This is an optimization exercise on Yosys and OpenROAD, whose aim is small area, a short achievable clock period and few clock cycles, not a production implementation. The RTL was checked by simulation tests, not by an equivalence proof against the original design.

==> run a <==
## fir_filter
module fir_filter #(
    parameter DATA_WIDTH = 16,
    parameter TAPS = 16
)(
    input wire clk,
    input wire reset,
    input wire start_fir,
    input wire [1:0] filter_mode,
    input wire [TAPS*DATA_WIDTH-1:0] input_buffer,
    output reg signed [DATA_WIDTH-1:0] fir_output,
    output reg fir_done
);
clock: 11.0 ns
lec_check: 0
cap_margin: 20
core_margin: 2
core_utilization: 45
gpl_timing_driven: 1
place_density: 0.65
setup_slack_margin: 4.3
slew_margin: 20
synth_hierarchical: 1
synth_minimum_keep_size: 0
standard.sh (not shown) runs the stock make flow with config.mk's settings and CLKGATE_MAP_FILE= SYNTH_SCRIPT=/design/flow/synth_recipe.tcl, a recipe that flattens the netlist after the stock synthesis.
==> flow/flow/run.sh <==
#!/bin/bash
# The standard layout (standard.sh) with smaller port buffers (buf_1), and the
# AOI21 cells of the synthesized netlist started at their smallest size
# (flow/downsize.tcl, run before floorplanning).
set -uo pipefail
bash standard.sh "BUFFER_PORTS_ARGS=-buffer_cell sky130_fd_sc_hd__buf_1" "PRE_FLOORPLAN_TCL=$(pwd)/flow/downsize.tcl" finish > standard_make.log 2>&1
==> flow/flow/downsize.tcl <==
# Run before floorplanning: synthesis maps the AOI21 cells of the prefix adders to
# the double-strength a21oi_2; start them at a21oi_1 and let timing repair upsize
# the ones on critical paths.
set db [ord::get_db]
set block [ord::get_db_block]
set small [$db findMaster sky130_fd_sc_hd__a21oi_1]
set n 0
foreach inst [$block getInsts] {
  if {[[$inst getMaster] getName] eq "sky130_fd_sc_hd__a21oi_2"} {
    $inst swapMaster $small
    incr n
  }
}
puts "downsize.tcl: a21oi_2 -> a21oi_1 on $n instances"
==> run b (differences from run a) <==
- CORE_UTILIZATION: 45 -> 40
- PLACE_DENSITY: 0.65 -> 0.6
==> run c (differences from run a) <==
- CORE_UTILIZATION: 45 -> 40
- PLACE_DENSITY: 0.65 -> 0.6
- SETUP_SLACK_MARGIN: 4.3 -> 4.15
==> results.txt <==
Final period util: 60.7%
Slew @ Worst Pin: 0.902 ns
vias in the first global route: 14500
Final Worst Setup Slack: 4.32 ns
Storage cell area: 0.00127 mm^2
outcome: finished clean
area of the multi-input gates: 0.0147 mm^2
Data buffer area share: 6.23%
post-layout util: 45.4%
Req. time, crit path: 11.20 ns
the above is filed under run c

==> results.txt <==
Slew @ Worst Pin: 0.973 ns
Final period util: 60.4%
Fin Hold WS: 1.65 ns
outcome: finished clean
met2 usage: 40.8%
area of the multi-input gates: 0.0148 mm^2
post-layout util: 51.9%
vias in the first global route: 14400
critical path class: in2reg
GR Layer Usage met3: 3.35%
post-layout min period: 6.65 ns
CP peak stage delay: 0.59 ns
Final Worst Setup Slack: 4.35 ns
Data buffer area share: 6.34%
the above is filed under run a

==> results.txt <==
outcome: finished clean
Storage cell area: 0.00128 mm^2
vias in the first global route: 14500
post-layout min period: 6.56 ns
Data buffer area share: 6.44%
Nets: 2889
Slew @ Worst Pin: 0.899 ns
Core ar.: 0.0406 mm^2
Root Driver: clkbuf_16
Final period util: 59.6%
Final Worst Setup Slack: 4.44 ns
post-layout util: 46.0%
area of the multi-input gates: 0.0148 mm^2
Req. time, crit path: 11.21 ns
the above is filed under run b

Testbench counts of run a, summed over its fixed seeds: cycles 1,032.
Testbench counts of run b, summed over its fixed seeds: cycles 1,032.
Testbench counts of run c, summed over its fixed seeds: cycles 1,032.

* * *

==> v22 <==
Another version of the RTL of fir_filter (not shown whole).
// fir_filter
module fir_filter #(
    parameter DATA_WIDTH = 16,
    parameter TAPS = 16
)(
    input wire clk,
    input wire reset,
    input wire start_fir,
    input wire [1:0] filter_mode,
    input wire [TAPS*DATA_WIDTH-1:0] input_buffer,
    output reg signed [DATA_WIDTH-1:0] fir_output,
    output reg fir_done
);
    wire m0 = filter_mode == 2'd0;
    wire m1 = filter_mode == 2'd1;
    wire m2 = filter_mode == 2'd2;
    wire m3 = filter_mode == 2'd3;
    wire [15:0] x0 = input_buffer[15:0];
    wire [15:0] x1 = input_buffer[31:16];
    wire [15:0] x2 = input_buffer[47:32];
    wire [15:0] x3 = input_buffer[63:48];
    wire [15:0] x4 = input_buffer[79:64];
    wire [15:0] x5 = input_buffer[95:80];
    wire [15:0] x6 = input_buffer[111:96];
    wire [15:0] x7 = input_buffer[127:112];
    wire [15:0] x8 = input_buffer[143:128];
    wire [15:0] x9 = input_buffer[159:144];
    wire [15:0] x10 = input_buffer[175:160];
    wire [15:0] x11 = input_buffer[191:176];
    wire [15:0] x12 = input_buffer[207:192];
    wire [15:0] x13 = input_buffer[223:208];
    wire [15:0] x14 = input_buffer[239:224];
    wire [15:0] x15 = input_buffer[255:240];
    reg r0_0;
    reg r0_1;
    reg r0_2;
    reg r0_3;
    reg r0_4;
    reg r0_5;
    reg r0_6;
    reg r0_7;
    reg r0_8;
    reg r0_9;
    reg r0_10;
    reg r0_11;
    reg r0_12;
    reg r0_13;
    reg r0_14;
    reg r0_15;
    reg r0_16;
    reg r0_17;
    reg r0_18;
    reg r0_19;
    reg r0_20;
    reg r0_21;
    reg r1_0;
  ...
clock: 11.0 ns
lec_check: 0
cap_margin: 20
core_margin: 2
core_utilization: 40
gpl_timing_driven: 1
place_density: 0.6
setup_slack_margin: 4.1
slew_margin: 20
synth_hierarchical: 1
synth_minimum_keep_size: 0
==> flow/flow/run.sh <==
#!/bin/bash
# The standard layout (standard.sh) with smaller port buffers (buf_1).
set -uo pipefail
bash standard.sh "BUFFER_PORTS_ARGS=-buffer_cell sky130_fd_sc_hd__buf_1" finish > standard_make.log 2>&1
==> v25: changes against v22 <==
SETUP_SLACK_MARGIN = 4.5   (was 4.1)
==> reports/metrics.csv <==
metric;value;unit
Seq. cell area;1286;sq um
Layout area overhead;19.54;%
Seq area share;0.06229;
Post-Route WL;54460;um
commonest non-fill, non-tap cells in the layout;330 x nand2_1, 273 x buf_1, 272 x fa_1, 186 x ha_1, 164 x a21oi_2;
Multi-Input Combinational;1687;
stages on the worst setup path;18;
worst setup margin;4597;ps
buffers inserted by post-CTS timing repair;20;
clk_buf instances;9;
drt via density;5.241;
post-route insts no fill;2853;
dpl hpwl;45650;um
crit path max fanout;6;
RSZ-0062 raised after global routing;true;
status;timing/DRC/antenna clean;
GPL Wtd Cong;0.9018;
-- figures above: v25

==> reports/metrics.csv <==
metric;value;unit
status;timing/DRC/antenna clean;
dpl hpwl;45390;um
Seq area share;0.06587;
Multi-Input Combinational;1684;
post-route insts no fill;2791;
Post-Route WL;52060;um
RSZ-0062 raised after global routing;false;
H-tree depth;3;
worst setup margin;4298;ps
clk_buf instances;10;
Core Area;42890;sq um
-- figures above: v22

Testbench counts of v22, summed over its fixed seeds: cycles 1,032.
Testbench counts of v25, summed over its fixed seeds: cycles 1,032.

* * *

==> 04-04: inputs <==
fir_filter, a different RTL version from the one above (not shown whole).
clock: 11.0 ns
lec_check: 0
cap_margin: 20
core_margin: 2
core_utilization: 40
gpl_timing_driven: 0
place_density: 0.75
setup_slack_margin: 4.0
slew_margin: 20
synth_hierarchical: 1
synth_minimum_keep_size: 0
Scripts as last shown in full above: flow/flow/run.sh
==> inputs of 08-28, as changes to 04-04 <==
==> flow/flow/run.sh (replaced) <==
#!/bin/bash
# The standard layout (standard.sh), with smaller port buffers and power
# recovery (downsizing of gates off the critical paths) after global routing.
set -uo pipefail
bash standard.sh "BUFFER_PORTS_ARGS=-buffer_cell sky130_fd_sc_hd__buf_1" RECOVER_POWER=100 finish > standard_make.log 2>&1
- CAP_MARGIN: 20 -> 0
- PLACE_DENSITY: 0.75 -> 0.6
- SETUP_SLACK_MARGIN: 4.0 -> default
- SLEW_MARGIN: 20 -> 0
==> inputs of 05-11, as changes to 04-04 <==
==> flow/flow/run.sh (replaced) <==
#!/bin/bash
# The standard layout (standard.sh), with smaller port buffers and power
# recovery (downsizing of gates off the critical paths) after global routing.
set -uo pipefail
bash standard.sh "BUFFER_PORTS_ARGS=-buffer_cell sky130_fd_sc_hd__buf_1" RECOVER_POWER=100 finish > standard_make.log 2>&1
- PLACE_DENSITY: 0.75 -> 0.6
==> results.txt <==
Sequential cell count is the same in 05-11 and 08-28.
Synthesized cell count is the same in 05-11 and 04-04.
The lowest maximum frequency belongs to 08-28, the highest to 04-04.
In clock-buffer cell count, 08-28 and 04-04 do not differ.
First-iteration DRC count: 08-28 < 04-04 < 05-11.
08-28 finished with capacitance limit, slew limit left. 04-04 produced a clean layout. 05-11 completed with no timing, DRC or antenna violations.
==> figures <==
Run status: 08-28 finished with violations; 05-11 timing/DRC/antenna clean; 04-04 timing/DRC/antenna clean
Violated checks: 08-28 capacitance limit, slew limit; 05-11 -; 04-04 -
Share of cell area taken by multi-input logic gates: 08-28 0.804; 05-11 0.777; 04-04 0.776
Min Hold Slack: 08-28 1.66 ns; 05-11 1.65 ns; 04-04 1.65 ns
Detailed-routing wirelength on met1: 08-28 30300 um; 05-11 29800 um; 04-04 28500 um
Max Fclk: 08-28 0.116 GHz; 05-11 0.117 GHz; 04-04 0.143 GHz
Dpl cell area: 08-28 19700 sq um; 05-11 19700 sq um; 04-04 19700 sq um
Number of maximum-capacitance constraint violations: 08-28 1; 05-11 0; 04-04 0
Tightest slew margin relative to the limit: 08-28 -0.0300; 05-11 0.261; 04-04 0.328
Total buffers and inverters traversed by the critical path: 08-28 6; 05-11 5; 04-04 5
Testbench counts of 04-04, summed over its fixed seeds: cycles 1,032.
Testbench counts of 08-28, summed over its fixed seeds: cycles 1,032.
Testbench counts of 05-11, summed over its fixed seeds: cycles 1,032.

[re-timing with driven ports]
The flow's constraints put no driver on any port. The routed layouts listed below were extracted and timed again, unchanged, in two steps. Step 1 sets driving cells, clkbuf_16 on the clock port and buf_2 on the other inputs (assumed; they add their load-dependent delay and slew). Step 2, shift: input delay + t, output delay - t, t = (earliest + latest rising clock arrival at the registers) / 2. This alone moves slack from input paths to output paths. Three values: ideal ports, drivers, drivers and shift; two values: the first two.
| run | t, ns | slack for setup (ns) | latest minus earliest clock arrival (ns) | worst register clock-pin slew, ns |
|---|---|---|---|---|
| run a | 0.379 | 4.355 / 4.377 / 3.998 | 0.007 / 0.007 | 0.06 / 0.06 |
| run b | 0.378 | 4.439 / 4.465 / 4.087 | 0.012 / 0.013 | 0.06 / 0.06 |
| run c | 0.380 | 4.322 / 4.315 / 3.945 | 0.014 / 0.013 | 0.06 / 0.06 |
| v22 | 0.383 | 4.298 / 4.325 / 3.942 | 0.006 / 0.006 | 0.06 / 0.06 |
| v25 | 0.386 | 4.597 / 4.615 / 4.242 | 0.008 / 0.008 | 0.06 / 0.06 |
| 04-04 | 0.375 | 3.989 / 3.992 / 3.617 | 0.010 / 0.010 | 0.06 / 0.06 |
| 08-28 | 0.374 | 2.412 / 2.435 / 2.060 | 0.008 / 0.007 | 0.06 / 0.06 |
| 05-11 | 0.379 | 2.442 / 2.465 / 2.086 | 0.011 / 0.012 | 0.06 / 0.06 |
The setup slack of run c, which loses most, moves by -0.007 ns with the drivers and by -0.377 ns with both steps.
